Source: an optimization exercise on an open RTL-to-GDS flow (aim: small area). Production flows keep margins and buffers that such runs may drop.
Function not checked in this run: the RTL went through the layout flow alone.

<file path="design/flow/design.v">
`timescale 1ns / 1ps
module textlcd(
	resetn,
	lcdclk,
	alu_out_value,
	gcd_out_value,
	lcm_out_value,
	PB,
	Sel,
	in_switching,
	CarryIn,
	lcd_rs,
	lcd_rw,
	lcd_en,
	lcd_data,
	key_value_a,
	key_value_b
	);
input  resetn;
input  lcdclk;
input [11:0] alu_out_value;
input [10:0] gcd_out_value;
input [21:0] lcm_out_value;
input  [2:0] PB;
input  [5:0] Sel;
input in_switching;
input CarryIn;
output lcd_rs;
output lcd_rw;
output lcd_en;
output [7:0] lcd_data;
output [11:0] key_value_a;
output [11:0] key_value_b;
wire [31:0] reg_a;
wire [31:0] reg_b;
reg [23:0] reg_b_lo;
wire [31:0] reg_c;
wire [31:0] reg_d;
reg [23:0] reg_d_lo;
wire [31:0] reg_e;
wire [31:0] reg_f;
wire [31:0] reg_g;
reg [15:0] reg_g_lo;
reg [31:0] reg_h;
reg [23:0] delay_lcdclk;  
reg [15:0] count_lcd;
reg lcd_en;	        
reg  [4:0] lcd_mode;
wire [4:0] mode_pwron = 1 ;   
wire [4:0] mode_fnset = 2 ;   
wire [4:0] mode_onoff = 3 ;   
wire [4:0] mode_entr1 = 4 ;  
wire [4:0] mode_entr2 = 5 ;  
wire [4:0] mode_entr3 = 6 ;  
wire [4:0] mode_seta1 = 7 ;   
wire [4:0] mode_wr1st = 8 ;   
wire [4:0] mode_seta2 = 9 ;   
wire [4:0] mode_wr2nd = 10;   
wire [4:0] mode_delay = 11;   
wire [4:0] mode_actcm = 12;   
reg [9:0] set_data;
wire [11:0] alu_out_value;
wire [10:0] gcd_out_value;
wire [21:0] lcm_out_value;
reg [21:0] temp_out_value;
reg [21:0] temp_rem;
reg [11:0] temp_a_1;
reg [11:0] temp_a_10;
reg [11:0] temp_a_100;
reg [11:0] temp_b_1;
reg [11:0] temp_b_10;
reg [11:0] temp_b_100;
reg [4:0] digit_6, digit_5, digit_4, digit_3, digit_2, digit_1;
reg [11:0] key_value_a;
reg [11:0] key_value_b;
assign reg_a = {8'b00100000, 8'b00100000, 8'b01000001, 8'b00101101 } ;
assign reg_c = {8'b00100000, 8'b00100000, 8'b01000010, 8'b00101101 } ;
assign reg_e = {8'b01010010, 8'b01000101, 8'b01010011, 8'b01010101 } ;
assign reg_f = {8'b01001100, 8'b01010100, 8'b00101101, 8'b00101101 } ;
assign reg_b = {8'b00101101, reg_b_lo};
assign reg_d = {8'b00101101, reg_d_lo};
assign reg_g = {8'b00101101, 8'b00101101, reg_g_lo};
reg [11:0] cnt_in_a1;
reg [11:0] cnt_in_b1;
reg [11:0] cnt_in_a10;
reg [11:0] cnt_in_b10;
reg [11:0] cnt_in_a100;
reg [11:0] cnt_in_b100;
always @(posedge lcdclk)
begin  
	if (resetn == 0)
	begin
		delay_lcdclk <= 0;
		count_lcd <= 0;
		lcd_en <= 1'b0;
	end
	else 
	begin
		if (delay_lcdclk < 1999)
			delay_lcdclk <=  delay_lcdclk + 1;
		else
			delay_lcdclk <= 0;
		if (delay_lcdclk == 0) 
		begin
			if (count_lcd < 40)
				count_lcd <= count_lcd + 1;
			else
				count_lcd <= 6;
		end
		if (delay_lcdclk == 200)
			lcd_en <= 1'b1;
		else if (delay_lcdclk == 1800)
			lcd_en <= 1'b0;
	end
end
reg [2:0] PB_d;
wire [2:0] PB_fall = PB_d & ~PB;
always @(posedge lcdclk)
begin
	if (resetn == 0)
		PB_d <= 3'b111;
	else
		PB_d <= PB;
end
always @(posedge lcdclk)
begin
		if(resetn == 0)
		begin
			cnt_in_a1 <= 0;
			cnt_in_b1 <= 0;
		end
		else if(PB_fall[0])
		begin
			if(in_switching==0)    
			begin
                           cnt_in_a1 <= cnt_in_a1 + 1;
                            if(cnt_in_a1 == 10)  
                            cnt_in_a1<=0;
			end
			else begin             
                                    cnt_in_b1 <= cnt_in_b1 + 1;
                                    if(cnt_in_b1 == 10)
                                     cnt_in_b1<=0;
			end
		end
end
always @(posedge lcdclk)
begin
		if(resetn == 0)
		begin
			cnt_in_a10 <= 0;
			cnt_in_b10 <= 0;
		end
		else if(PB_fall[1])
		begin
			if(in_switching==0)    
			begin
                           cnt_in_a10 <= cnt_in_a10 + 1;
                            if(cnt_in_a10 == 10)  
                            cnt_in_a10<=0;
			end
			else begin             
                                    cnt_in_b10 <= cnt_in_b10 + 1;
                                    if(cnt_in_b10 == 10)
                                     cnt_in_b10<=0;
			end
		end
end
always @(posedge lcdclk)
begin
		if(resetn == 0)
		begin
			cnt_in_a100 <= 0;
			cnt_in_b100 <= 0;
		end
		else if(PB_fall[2])
		begin
			if(in_switching==0)    
			begin
                           cnt_in_a100 <= cnt_in_a100 + 1;
                            if(cnt_in_a100 == 10)  
                            cnt_in_a100<=0;
			end
			else begin             
                                    cnt_in_b100 <= cnt_in_b100 + 1;
                                    if(cnt_in_b100 == 10)
                                     cnt_in_b100<=0;
			end
		end
end
 always@(posedge lcdclk ) 
 begin 
     case(cnt_in_a100)
              0: begin temp_a_100[11:0] <= 12'b000000000000;
                       reg_b_lo[23:16] <= 8'b00110000; end 
              1: begin temp_a_100[11:0] <= 12'b000001100100;
                       reg_b_lo[23:16] <= 8'b00110001; end
              2: begin temp_a_100[11:0] <= 12'b000011001000;
                       reg_b_lo[23:16] <= 8'b00110010; end
              3: begin temp_a_100[11:0] <= 12'b000100101100;
                       reg_b_lo[23:16] <= 8'b00110011; end
              4: begin temp_a_100[11:0] <= 12'b000110010000;
                       reg_b_lo[23:16] <= 8'b00110100; end
              5: begin temp_a_100[11:0] <= 12'b000111110100;
                       reg_b_lo[23:16] <= 8'b00110101; end
              6: begin temp_a_100[11:0] <= 12'b001001011000;
                       reg_b_lo[23:16] <= 8'b00110110; end
              7: begin temp_a_100[11:0] <= 12'b001010111100;
                       reg_b_lo[23:16] <= 8'b00110111; end
              8: begin temp_a_100[11:0] <= 12'b001100100000;
                        reg_b_lo[23:16] <= 8'b00111000; end
              9: begin temp_a_100[11:0] <= 12'b001110000100;
                       reg_b_lo[23:16] <= 8'b00111001; end
              default : begin temp_a_100[11:0] <= 12'b000000000000;
                       reg_b_lo[23:16] <= 8'b00110000; end
              endcase
         case(cnt_in_a10)
            0: begin temp_a_10[11:0] <= 12'b000000000000;
                reg_b_lo[15:8] <= 8'b00110000;  end
            1: begin temp_a_10[11:0] <= 12'b000000001010;
                reg_b_lo[15:8] <= 8'b00110001;  end
            2: begin temp_a_10[11:0] <= 12'b000000010100;
                reg_b_lo[15:8] <= 8'b00110010;  end
            3: begin temp_a_10[11:0] <= 12'b000000011110;
                reg_b_lo[15:8] <= 8'b00110011;  end
            4: begin temp_a_10[11:0] <= 12'b000000101000;
             reg_b_lo[15:8] <= 8'b00110100;  end
            5: begin temp_a_10[11:0] <= 12'b000000110010;
             reg_b_lo[15:8] <= 8'b00110101;  end
            6: begin temp_a_10[11:0] <= 12'b000000111100;
                reg_b_lo[15:8] <= 8'b00110110;  end
            7: begin temp_a_10[11:0] <= 12'b000001000110;
             reg_b_lo[15:8] <= 8'b00110111;  end
            8: begin temp_a_10[11:0] <= 12'b000001010000;
             reg_b_lo[15:8] <= 8'b00111000;  end
            9: begin temp_a_10[11:0] <= 12'b000001011010;
             reg_b_lo[15:8] <= 8'b00111001;  end
         default : begin temp_a_10[11:0] <= 12'b000000000000;
          reg_b_lo[15:8] <= 8'b00110000;  end
         endcase
          case(cnt_in_a1)
          0 :begin temp_a_1[11:0] <= 12'b000000000000;
          reg_b_lo[7:0] <= 8'b00110000; end
          1: begin temp_a_1[11:0] <= 12'b000000000001;
             reg_b_lo[7:0] <= 8'b00110001; end
          2: begin temp_a_1[11:0] <= 12'b000000000010;
            reg_b_lo[7:0] <= 8'b00110010; end
          3: begin temp_a_1[11:0] <= 12'b000000000011;
            reg_b_lo[7:0] <= 8'b00110011; end
          4: begin temp_a_1[11:0] <= 12'b000000000100;
            reg_b_lo[7:0] <= 8'b00110100; end
          5: begin temp_a_1[11:0] <= 12'b000000000101;
            reg_b_lo[7:0] <= 8'b00110101; end
          6: begin temp_a_1[11:0] <= 12'b000000000110;
            reg_b_lo[7:0] <= 8'b00110110; end
          7: begin temp_a_1[11:0] <= 12'b000000000111;
            reg_b_lo[7:0] <= 8'b00110111; end
          8: begin temp_a_1[11:0] <= 12'b000000001000;
            reg_b_lo[7:0] <= 8'b00111000; end
          9: begin temp_a_1[11:0] <= 12'b000000001001;
            reg_b_lo[7:0] <= 8'b00111001; end
        default : begin temp_a_1[11:0] <= 12'b000000000000;
          reg_b_lo[7:0] <= 8'b00110000; end
          endcase
           key_value_a <= temp_a_1 + temp_a_10 + temp_a_100;    
    case(cnt_in_b100)
        0: begin temp_b_100[11:0] <= 12'b000000000000;
        reg_d_lo[23:16] <= 8'b00110000; end
        1: begin temp_b_100[11:0] <= 12'b000001100100;
                reg_d_lo[23:16] <= 8'b00110001; end
        2: begin temp_b_100[11:0] <= 12'b000011001000;
                reg_d_lo[23:16] <= 8'b00110010; end
        3: begin temp_b_100[11:0] <= 12'b000100101100;
                reg_d_lo[23:16] <= 8'b00110011; end
        4: begin temp_b_100[11:0] <= 12'b000110010000;
                reg_d_lo[23:16] <= 8'b00110100; end
        5: begin temp_b_100[11:0] <= 12'b000111110100;
                reg_d_lo[23:16] <= 8'b00110101; end
        6: begin temp_b_100[11:0] <= 12'b001001011000;
                reg_d_lo[23:16] <= 8'b00110110; end
        7: begin temp_b_100[11:0] <= 12'b001010111100;
                reg_d_lo[23:16] <= 8'b00110111; end
        8: begin temp_b_100[11:0] <= 12'b001100100000;
                reg_d_lo[23:16] <= 8'b00111000; end
        9: begin temp_b_100[11:0] <= 12'b001110000100;
                reg_d_lo[23:16] <= 8'b00111001; end
        default : begin temp_b_100[11:0] <= 12'b000000000000;
                reg_d_lo[23:16] <= 8'b00110000; end
        endcase
    case(cnt_in_b10)
      0: begin temp_b_10[11:0] <= 12'b000000000000;
      reg_d_lo[15:8] <= 8'b00110000; end
      1: begin temp_b_10[11:0] <= 12'b000000001010;
            reg_d_lo[15:8] <= 8'b00110001; end
      2: begin temp_b_10[11:0] <= 12'b000000010100;
            reg_d_lo[15:8] <= 8'b00110010; end
      3: begin temp_b_10[11:0] <= 12'b000000011110;
            reg_d_lo[15:8] <= 8'b00110011; end
      4: begin temp_b_10[11:0] <= 12'b000000101000;
            reg_d_lo[15:8] <= 8'b00110100; end
      5: begin temp_b_10[11:0] <= 12'b000000110010;
            reg_d_lo[15:8] <= 8'b00110101; end
      6: begin temp_b_10[11:0] <= 12'b000000111100;
            reg_d_lo[15:8] <= 8'b00110110; end
      7: begin temp_b_10[11:0] <= 12'b000001000110;
            reg_d_lo[15:8] <= 8'b00110111; end
      8: begin temp_b_10[11:0] <= 12'b000001010000;
            reg_d_lo[15:8] <= 8'b00111000; end
      9: begin temp_b_10[11:0] <= 12'b000001011010;
            reg_d_lo[15:8] <= 8'b00111001; end
   default : begin temp_b_10[11:0] <= 12'b000000000000;
         reg_d_lo[15:8] <= 8'b00110000; end
   endcase
     case(cnt_in_b1)
    0 :begin temp_b_1[11:0] <= 12'b000000000000;
    reg_d_lo[7:0] <= 8'b00110000; end
    1: begin temp_b_1[11:0] <= 12'b000000000001;
        reg_d_lo[7:0] <= 8'b00110001; end
    2: begin temp_b_1[11:0] <= 12'b000000000010;
        reg_d_lo[7:0] <= 8'b00110010; end
    3: begin temp_b_1[11:0] <= 12'b000000000011;
        reg_d_lo[7:0] <= 8'b00110011; end
    4: begin temp_b_1[11:0] <= 12'b000000000100;
        reg_d_lo[7:0] <= 8'b00110100; end
    5: begin temp_b_1[11:0] <= 12'b000000000101;
        reg_d_lo[7:0] <= 8'b00110101; end
    6: begin temp_b_1[11:0] <= 12'b000000000110;
        reg_d_lo[7:0] <= 8'b00110110; end
    7: begin temp_b_1[11:0] <= 12'b000000000111;
        reg_d_lo[7:0] <= 8'b00110111; end
    8: begin temp_b_1[11:0] <= 12'b000000001000;
        reg_d_lo[7:0] <= 8'b00111000; end
    9: begin temp_b_1[11:0] <= 12'b000000001001;
        reg_d_lo[7:0] <= 8'b00111001; end
  default : begin temp_b_1[11:0] <= 12'b000000000000;
      reg_d_lo[7:0] <= 8'b00110000; end
    endcase
        key_value_b <= temp_b_1 + temp_b_10 + temp_b_100;    
             if(Sel[5:0]==6'b101_000)
             temp_out_value <= {11'b0, gcd_out_value};
             else if(Sel[5:0]==6'b100_000)
             temp_out_value <= lcm_out_value;
             else
             temp_out_value <= {10'b0, alu_out_value};
             temp_rem = temp_out_value;
             digit_6 = temp_rem/22'd100000;
             temp_rem = temp_rem - (22'd100000 * digit_6);
             digit_5 = temp_rem/22'd10000;
             temp_rem = temp_rem - (22'd10000 * digit_5);
             digit_4 = temp_rem/22'd1000;
             temp_rem = temp_rem - (22'd1000 * digit_4);
             digit_3 = temp_rem/22'd100;
             temp_rem = temp_rem - (22'd100 * digit_3);
             digit_2 = temp_rem/22'd10;
             temp_rem = temp_rem - (22'd10 * digit_2);
             digit_1 = temp_rem;
            case(digit_6) 
            0 : reg_g_lo[15:8]<=8'b00110000; 
            1 : reg_g_lo[15:8]<=8'b00110001; 
            2 : reg_g_lo[15:8]<=8'b00110010; 
            3 : reg_g_lo[15:8]<=8'b00110011; 
            4 : reg_g_lo[15:8]<=8'b00110100; 
            5 : reg_g_lo[15:8]<=8'b00110101; 
            6 : reg_g_lo[15:8]<=8'b00110110; 
            7 : reg_g_lo[15:8]<=8'b00110111; 
            8 : reg_g_lo[15:8]<=8'b00111000; 
            9 : reg_g_lo[15:8]<=8'b00111001; 
            default : reg_g_lo[15:8]<=8'b00110000;
            endcase    
            case(digit_5) 
            0 : reg_g_lo[7:0]<=8'b00110000; 
            1 : reg_g_lo[7:0]<=8'b00110001; 
            2 : reg_g_lo[7:0]<=8'b00110010; 
            3 : reg_g_lo[7:0]<=8'b00110011; 
            4 : reg_g_lo[7:0]<=8'b00110100; 
            5 : reg_g_lo[7:0]<=8'b00110101; 
            6 : reg_g_lo[7:0]<=8'b00110110; 
            7 : reg_g_lo[7:0]<=8'b00110111; 
            8 : reg_g_lo[7:0]<=8'b00111000; 
            9 : reg_g_lo[7:0]<=8'b00111001; 
            default : reg_g_lo[7:0]<=8'b00110000;
            endcase    
            case(digit_4)
            0 : reg_h[31:24]<=8'b00110000; 
            1 : reg_h[31:24]<=8'b00110001; 
            2 : reg_h[31:24]<=8'b00110010; 
            3 : reg_h[31:24]<=8'b00110011; 
            4 : reg_h[31:24]<=8'b00110100; 
            5 : reg_h[31:24]<=8'b00110101; 
            6 : reg_h[31:24]<=8'b00110110; 
            7 : reg_h[31:24]<=8'b00110111; 
            8 : reg_h[31:24]<=8'b00111000; 
            9 : reg_h[31:24]<=8'b00111001; 
            default : reg_h[31:24]<=8'b00110000;
            endcase    
            case(digit_3)  
            0 : reg_h[23:16]<=8'b00110000; 
            1 : reg_h[23:16]<=8'b00110001; 
            2 : reg_h[23:16]<=8'b00110010; 
            3 : reg_h[23:16]<=8'b00110011; 
            4 : reg_h[23:16]<=8'b00110100; 
            5 : reg_h[23:16]<=8'b00110101; 
            6 : reg_h[23:16]<=8'b00110110; 
            7 : reg_h[23:16]<=8'b00110111; 
            8 : reg_h[23:16]<=8'b00111000; 
            9 : reg_h[23:16]<=8'b00111001; 
            default : reg_h[23:16]<=8'b00110000;
            endcase               
            case(digit_2) 
            0 : reg_h[15:8]<=8'b00110000; 
            1 : reg_h[15:8]<=8'b00110001; 
            2 : reg_h[15:8]<=8'b00110010; 
            3 : reg_h[15:8]<=8'b00110011; 
            4 : reg_h[15:8]<=8'b00110100; 
            5 : reg_h[15:8]<=8'b00110101; 
            6 : reg_h[15:8]<=8'b00110110; 
            7 : reg_h[15:8]<=8'b00110111; 
            8 : reg_h[15:8]<=8'b00111000; 
            9 : reg_h[15:8]<=8'b00111001; 
            default : reg_h[15:8]<=8'b00110000;
            endcase               
            case(digit_1)
            0 : reg_h[7:0]<=8'b00110000; 
            1 : reg_h[7:0]<=8'b00110001; 
            2 : reg_h[7:0]<=8'b00110010; 
            3 : reg_h[7:0]<=8'b00110011; 
            4 : reg_h[7:0]<=8'b00110100; 
            5 : reg_h[7:0]<=8'b00110101; 
            6 : reg_h[7:0]<=8'b00110110; 
            7 : reg_h[7:0]<=8'b00110111; 
            8 : reg_h[7:0]<=8'b00111000; 
            9 : reg_h[7:0]<=8'b00111001; 
            default : reg_h[7:0]<=8'b00110000;
            endcase
         if(resetn == 0)
         begin
             temp_a_100 <= 0;
             temp_a_10 <= 0;
             temp_a_1 <= 0;
             temp_b_100 <= 0;
             temp_b_10 <= 0;
             temp_b_1 <= 0;
             key_value_a <= 0;
             key_value_b <= 0;
         end
end
always @(posedge lcdclk)
begin
	if (resetn == 0)
		lcd_mode <= mode_pwron;
	else 
		begin
			case (count_lcd)
				0  : lcd_mode <= mode_pwron ;
				1  : lcd_mode <= mode_fnset ;
				2  : lcd_mode <= mode_onoff ;
				3  : lcd_mode <= mode_entr1 ;
				4  : lcd_mode <= mode_entr2 ;
				5  : lcd_mode <= mode_entr3 ;
				6  : lcd_mode <= mode_seta1 ;
				7  : lcd_mode <= mode_wr1st ;
				23 : lcd_mode <= mode_seta2 ;
				24 : lcd_mode <= mode_wr2nd ;
				40 : lcd_mode <= mode_delay ;
				41 : lcd_mode <= mode_actcm ;
				default : begin end 
			endcase	
		end
end
assign lcd_rs = set_data[9];
assign lcd_rw = set_data[8];
assign lcd_data = set_data[7:0];
always @(*)
begin 
	if (resetn == 0)
		set_data = 10'b0000000000;
	else
		begin
		case (lcd_mode)
		    mode_pwron : set_data = {2'b00, 8'h38};
		    mode_fnset : set_data = {2'b00, 8'h38};
		    mode_onoff : set_data = {2'b00, 8'h0f};
		    mode_entr1 : set_data = {2'b00, 8'h06};
		    mode_entr2 : set_data = {2'b00, 8'h02};
		    mode_entr3 : set_data = {2'b00, 8'h01};			    
		    mode_seta1 : set_data = {2'b00, 8'h80};
		    mode_wr1st : 
			begin 
			case (count_lcd)
			 7 : set_data = {1'b1, 1'b0, reg_a[31:24]};
			 8 : set_data = {1'b1, 1'b0, reg_a[23:16]};
			 9 : set_data = {1'b1, 1'b0, reg_a[15: 8]}; 
			10 : set_data = {1'b1, 1'b0, reg_a[7 : 0]}; 
			11 : set_data = {1'b1, 1'b0, reg_b[31:24]};
			12 : set_data = {1'b1, 1'b0, reg_b[23:16]};
			13 : set_data = {1'b1, 1'b0, reg_b[15: 8]}; 
			14 : set_data = {1'b1, 1'b0, reg_b[7 : 0]}; 
			15 : set_data = {1'b1, 1'b0, reg_c[31:24]};
			16 : set_data = {1'b1, 1'b0, reg_c[23:16]};
			17 : set_data = {1'b1, 1'b0, reg_c[15: 8]}; 
			18 : set_data = {1'b1, 1'b0, reg_c[7 : 0]}; 
			19 : set_data = {1'b1, 1'b0, reg_d[31:24]};
			20 : set_data = {1'b1, 1'b0, reg_d[23:16]};
			21 : set_data = {1'b1, 1'b0, reg_d[15: 8]};
			22 : set_data = {1'b1, 1'b0, reg_d[7 : 0]};
			default : set_data = {1'b1, 1'b0, reg_d[7 : 0]};  
			endcase
		end
		   mode_seta2 : set_data = {2'b00, 8'hc0};
		   mode_wr2nd : 
			begin
			case (count_lcd)
			24 : set_data = {1'b1, 1'b0, reg_e[31:24]};
			25 : set_data = {1'b1, 1'b0, reg_e[23:16]};
			26 : set_data = {1'b1, 1'b0, reg_e[15: 8]}; 
			27 : set_data = {1'b1, 1'b0, reg_e[7 : 0]}; 
			28 : set_data = {1'b1, 1'b0, reg_f[31:24]};
			29 : set_data = {1'b1, 1'b0, reg_f[23:16]};
			30 : set_data = {1'b1, 1'b0, reg_f[15: 8]}; 
			31 : set_data = {1'b1, 1'b0, reg_f[7 : 0]}; 
			32 : set_data = {1'b1, 1'b0, reg_g[31:24]};
			33 : set_data = {1'b1, 1'b0, reg_g[23:16]};
			34 : set_data = {1'b1, 1'b0, reg_g[15: 8]}; 
   		    35 : set_data = {1'b1, 1'b0, reg_g[7 : 0]}; 
    		36 : set_data = {1'b1, 1'b0, reg_h[31:24]};
    		37 : set_data = {1'b1, 1'b0, reg_h[23:16]};
    		38 : set_data = {1'b1, 1'b0, reg_h[15: 8]};
    		39 : set_data = {1'b1, 1'b0, reg_h[7 : 0]};
			default : set_data = {1'b1, 1'b0, reg_h[7 : 0]};  
	    		endcase
	    	end
		    mode_delay : set_data = {2'b00, 8'h02};
		    mode_actcm : set_data = {2'b00, 8'h02};
		    default : set_data = 10'b0000000000;
		endcase
	end
end
endmodule
module ALU(Sel, CarryIn, A_1, B_1, Y);
	input[5:0] Sel;
	input CarryIn;
	input[11:0] A_1, B_1;
	output [11:0] Y;
	reg[11:0] A, B;
	reg[11:0] Y;
	reg[11:0] LogicUnit, ArithUnit, ALU_NoShift;
	always@(*)
	begin
		Y = 12'b0;
		LogicUnit = 12'b0;
		ArithUnit = 12'b0;
		ALU_NoShift = 12'b0;
		A = A_1;
		B = B_1;
		if(!Sel[5]) begin
			case(Sel[1:0])
				2'b00 : LogicUnit = A & B;
				2'b01 : LogicUnit = A | B;
				2'b10 : LogicUnit = A ^ B;
				2'b11 : LogicUnit = ~A + 1;
				default : LogicUnit = 12'b0;
			endcase
			case({Sel[1:0], CarryIn})
				3'b000 : ArithUnit = A;
				3'b001 : ArithUnit = A + 1;
				3'b010 : ArithUnit = A + B;
				3'b011 : ArithUnit = A + B + 1;
				3'b100 : ArithUnit = A + ~B;
				3'b101 : ArithUnit = A - B;
				3'b110 : ArithUnit = A - 1;
				3'b111 : ArithUnit = A;
				default : ArithUnit = 12'b0;
			endcase
			if(Sel[2])
				ALU_NoShift = LogicUnit;
			else
				ALU_NoShift = ArithUnit;
			case(Sel[4:3])
				2'b00 : Y = ALU_NoShift;
				2'b01 : begin
					  Y = {ALU_NoShift[10:0], ALU_NoShift[11]};
					end
				2'b10 : begin
					  Y = {ALU_NoShift[0], ALU_NoShift[11:1]};
					end
				2'b11 : Y = 12'b0;
				default : Y = 12'b0;
			endcase
		end
	end
endmodule
module GCD_LCM(clock,reset,GCD_Load,A,B,Y,L);
	parameter width=11;
	input clock,reset,GCD_Load;
	input [width-1:0] A,B;
	output [width-1:0] Y;
	output [2*width-1:0] L;
	reg A_lessthan_B,done;
	reg [width-1:0] A_new, A_hold, B_hold, Y;
	reg [2*width-1:0] L;
	always@(posedge clock)
	 begin: LOAD_SWAP
	  if(!reset)
		begin
		 A_hold=0;
		 B_hold=0;
		end
	  else if(GCD_Load)
		begin
		 A_hold=A;
		 B_hold=B;
		end
	  else if(A_lessthan_B)
		begin
		 A_hold=B_hold;
		 B_hold=A_new;
		end
	  else
		 A_hold=A_new;
	 end
	always@(*)
	 begin:SUBTRACT
	  if(A_hold>=B_hold)
		begin
		 A_lessthan_B=0;
		 A_new=A_hold-B_hold;
		end
	  else
		begin
		 A_lessthan_B=1;
		 A_new=A_hold;
		end
	 end
	always@(*)
	 begin:WRITE_OUTPUT
	  if(B_hold==0)
		begin
		 done=1;
		 Y=A_hold;
		end
	  else
		begin
		 done=0;
		 Y=0;
		end
		if(Y==0)
		 L = 0;
		else
		 L = (A*B)/Y;
	  end
endmodule 
`timescale 1ns / 1ps
module top(
    resetn,
    lcdclk,
    PB,
    Sel,
    in_switching,
    CarryIn,
    lcd_rs,
    lcd_rw,
    lcd_en,
    lcd_data
);
input resetn;
input lcdclk;
input [2:0] PB;
input [5:0] Sel;
input in_switching;
input CarryIn;
output lcd_rs;
output lcd_rw;
output lcd_en;
output [7:0] lcd_data;
wire resetn, lcdclk, lcd_rs, lcd_rw, lcd_en;
wire [7:0]lcd_data;
wire [2:0] PB;
wire [5:0] Sel;
wire CarryIn;
wire [11:0] key_value_a;
wire [11:0] key_value_b;
wire [11:0] alu_out_value;
wire [10:0] gcd_out_value;  
wire [21:0] lcm_out_value;  
textlcd utextlcd(
    .resetn(resetn),
    .lcdclk(lcdclk),
    .alu_out_value(alu_out_value),
    .gcd_out_value(gcd_out_value),
    .lcm_out_value(lcm_out_value),
    .PB(PB),
    .Sel(Sel),
    .in_switching(in_switching),
    .CarryIn(CarryIn),
    .lcd_rs(lcd_rs),
    .lcd_rw(lcd_rw),
    .lcd_en(lcd_en),
    .lcd_data(lcd_data),
    .key_value_a(key_value_a),
    .key_value_b(key_value_b)
   );
 ALU uALU (
   .Sel(Sel),
   .CarryIn(CarryIn),
   .A_1(key_value_a),
   .B_1(key_value_b),
   .Y(alu_out_value)
   );
 GCD_LCM uGCD_LCM (
   .clock(lcdclk),
   .reset(resetn),
   .GCD_Load(CarryIn),
   .A(key_value_a[10:0]),
   .B(key_value_b[10:0]),
   .Y(gcd_out_value),
   .L(lcm_out_value)
   );
   endmodule
</file>
<file path="design/flow/run.sh">
#!/bin/bash
# synth_recipe.tcl (not shown) runs the flow's synth.tcl, then flattens the netlist and writes it again
# the make line also repeats each setting of config.mk as NAME=value (left out here)
make -C /OpenROAD-flow-scripts/flow DESIGN_CONFIG=/design/flow/config.mk WORK_HOME=/design/flow/orfs CLKGATE_MAP_FILE= SYNTH_SCRIPT=/design/flow/synth_recipe.tcl finish
</file>
<file path="design/flow/config.mk">
export PLATFORM = sky130hd
export DESIGN_NAME = top
export DESIGN_NICKNAME = top
export VERILOG_FILES = /design/flow/design.v
export SDC_FILE = /design/flow/constraint.sdc
export NUM_CORES = 4
export LEC_CHECK = 0
export CAP_MARGIN = 20
export CORE_MARGIN = 2
export CORE_UTILIZATION = 40
export SLEW_MARGIN = 20
</file>
<file path="design/flow/constraint.sdc">
create_clock -name core_clock -period 80.0 [get_ports {lcdclk}]
set_input_delay 16.0000 -clock core_clock [delete_from_list [all_inputs] [get_ports {lcdclk}]]
set_output_delay 16.0000 -clock core_clock [all_outputs]
set_load 0.01 [all_outputs]
</file>
==> reports/qor.txt <==
Outcome: finished clean
Fmax: 0.0143 GHz
First-pass GRT wire length: 214 mm
Ys flop type: dfxtp_1
Fin. max-slew vios: 0
Largest net degree at the start of global routing: 66
Die Area: 118000 um2
ANT nets after route: 0
Drt first-iter violations: 3168
TNS Setup: 0 ns
Synth Register Bits: 312
Worst rel slew slack: 0.280
Hpwl dp: 103 mm
First-pass iteration count of the detailed router: 8
Initial Util: 0.403
RSZ-0062 raised after global routing: false
Slowest-stage cell, CP: dfxtp_1
Clk pin slew, worst setup/hold paths: 0.06 ns
Req. time, crit path: 80.38 ns
Initial antenna violation count: 4
Clock Root Buffer: clkbuf_16
Worst Hold Class: flip-flop to flip-flop
Post-place instance area: 47800 um2
Io pins: 24
Avg Vias per Cell: 5.90
CTS Buf Count: 36
# H-tree levels: 2
Worst Max-Slew Pin Slew: 1.07 ns
CTS tree: built
Share of layout cells above drive strength 1: 0.0625
Die height: 344 um
Syn Area/Cell: 7.52 um2
CP startpoint kind: flip-flop
Fraction of registers with async set/reset: 0
Setup Skew: 0.0134 ns
Clock latency (worst-skew pair): 0.52 ns
CP Capture Type: flip-flop
Utilization after layout: 0.428
Post-synth EDFFs: 0
FP Rows: 124
Core area: 114000 um2
Tcrit/Tclk final: 0.873
Synthesis Warnings: 3
Vias: 44700
Register area share after synthesis: 0.135
Number of I/O port buffers: 22
Maximum Capacitance Violations: 0
Gr ovfl total: 0
Crit Path Class: flip-flop to flip-flop
Fin. Hold Viols: 0
Vias in the first global route: 41900
GRT Total Usage: 0.213
Synthesized area: 46100 um2
Setup Buffers After CTS: 0
Max FO, Critical Path: 22
Hold buffer count at CTS: 0
Finished Cell Area: 49000 um2
Syn Inst Count: 6136
Nets: 6670
Top cell by count, worst path: o21a_1
Layout area overhead: 6.21%
Die Width: 344 um
Clk buf depth: 3
WL final: 130 mm
Netlist cell types: 148
Drt drc: 0
Largest stage delay, worst path: 0.79 ns
Post-route minimum period: 69.83 ns
WP data arrival: 70.21 ns
Finish-stage setup viols: 0
Clock Sinks: 312
DR WL/cell: 17.1 um
GPL Wtd Cong: 0.943
Post-CTS sizing: 0
path summary, 6_finish.rpt:
| kind | cells past startpoint | slack (ns) | to | start |
|---|---|---|---|---|
| worst max register to register | 317 | 10.17 | utextlcd.temp_out_value[0] | utextlcd.key_value_b[2] |
| worst min register to register | 1 | 0.43 | utextlcd.reg_b_lo[10] | flip-flop |
| worst max-delay path | 317 | 10.17 | utextlcd.temp_out_value[0] | utextlcd.key_value_b[2] |
| worst min-delay path | 1 | 0.43 | utextlcd.reg_b_lo[10] | flip-flop |
cell usage in the layout (no fill, tap or decap), types with 61 or more instances in the layout:
cell type,n
nor3_1,266
ha_1,503
nor2_1,631
o21ai_0,291
nor2b_1,76
xnor2_1,230
o21a_1,178
dfxtp_1,312
a21o_1,113
nand4_1,70
nand3_1,159
xor2_1,135
a31oi_1,72
mux2i_1,68
fa_1,111
nand2_1,528
and3_1,107
o31ai_1,75
inv_1,354
and2_1,109
o211ai_1,62
a211oi_1,61
a21oi_1,336
cells by family (layout without fill, tap and decap cells):
logic type | Yosys count | in the layout | share of synthesized area
DFF | 312 | 312 | 0.135
xor gates and xnor gates | 376 | 376 | 0.0741
other | 1 | 15 | 0.0000813
and+or+nand+nor | 2306 | 2306 | 0.245
AOI/OAI and AO/OA | 1781 | 1781 | 0.273
adders and majority gates | 629 | 629 | 0.188
muxes | 140 | 140 | 0.0350
buffers and inverters | 591 | 509 | 0.0498
worst max-delay path, delay by kind of cell (launching register included):
family,cells,cell delay [ns]
mux,6,1.55
fa+ha+maj,29,9.40
simple gates,61,11.90
buf+inv,22,3.04
flops,1,0.79
xor+xnor,1,0.12
compound gates,198,42.75
per-stage QoR:
| stage | setup WS (ns) | hold slack [ns] | instances |
|---|---|---|---|
| floorplan | 17.95 | 0.404 | 6149 |
| global placement | 9.45 | 0.417 | 7517 |
| detailed placement | 10.43 | 0.417 | 7517 |
| CTS | 10.01 | 0.431 | 7579 |
| global route | 4.12 | 0.450 | 7580 |
| finish | 10.17 | 0.429 | 7580 |
layout make-up:
cell class	instances	area [um2]
repair buffers	66	548
fillers	11600	65400
diodes	1	2.50
multi-input cells	5246	37700
well taps	1512	1890
inverters	381	1430
flip-flops and latches	312	6250
clock inverters	14	186
clock buffers	48	1010
metal layers:
| layer | GRT usage | wire length (um) | up-vias |
|---|---|---|---|
| met2 | 0.357 | 59500 | 1146 |
| li1 | - | - | 22300 |
| met1 | 0.292 | 61300 | 21100 |
| met4 | 0.0526 | 3040 | 4 |
| met5 | 0 | 27 | - |
| met3 | 0.0217 | 6100 | 198 |
cell usage after synthesis (all sizes together) (57+ instances only):
| cell | n | share of area |
|---|---|---|
| o21ai | 329 | 0.036 |
| ha | 503 | 0.14 |
| fa | 111 | 0.048 |
| nand4 | 70 | 0.0095 |
| and2 | 111 | 0.015 |
| inv | 362 | 0.029 |
| nand3 | 162 | 0.018 |
| nor2 | 639 | 0.052 |
| o31ai | 77 | 0.013 |
| xor2 | 137 | 0.027 |
| nand2 | 529 | 0.043 |
| mux2 | 60 | 0.015 |
| or3 | 60 | 0.0084 |
| or2 | 57 | 0.0077 |
| o211ai | 66 | 0.011 |
| clkbuf | 170 | 0.014 |
| o22ai | 60 | 0.0081 |
| nor2b | 76 | 0.010 |
| o21a | 180 | 0.029 |
| a21oi | 347 | 0.039 |
| and3 | 107 | 0.015 |
| mux2i | 70 | 0.015 |
| xnor2 | 238 | 0.047 |
| nor3 | 273 | 0.030 |
| dfxtp | 312 | 0.14 |
| a21o | 113 | 0.018 |
| a211oi | 74 | 0.014 |
| nand2b | 60 | 0.0081 |
| a31oi | 75 | 0.011 |

static timing again, ports no longer ideal:
Ports are ideal in the flow. The routed layout listed here was re-timed in OpenROAD. Step 1, drivers: a clkbuf_16 drives lcdclk and a buf_2 each remaining input, both assumed. Step 2 adds t to the input delays and takes it off the output delays; t is the mean of the earliest and latest rising clock arrival at the registers after step 1. Input paths then give back, and output paths get back, about the clock's delay inside the block. Three values: ideal, step 1, step 2; two values: the first two.
t, ns: 0.561
setup WS [ns]: 10.168 / 10.168 / 10.168
worst hold slack (ns): 0.429 / 0.429 / 0.429
After both steps this run still meets setup and hold. For this run, drivers alone change the setup slack by 0.000 ns; drivers and shift together by 0.000 ns.
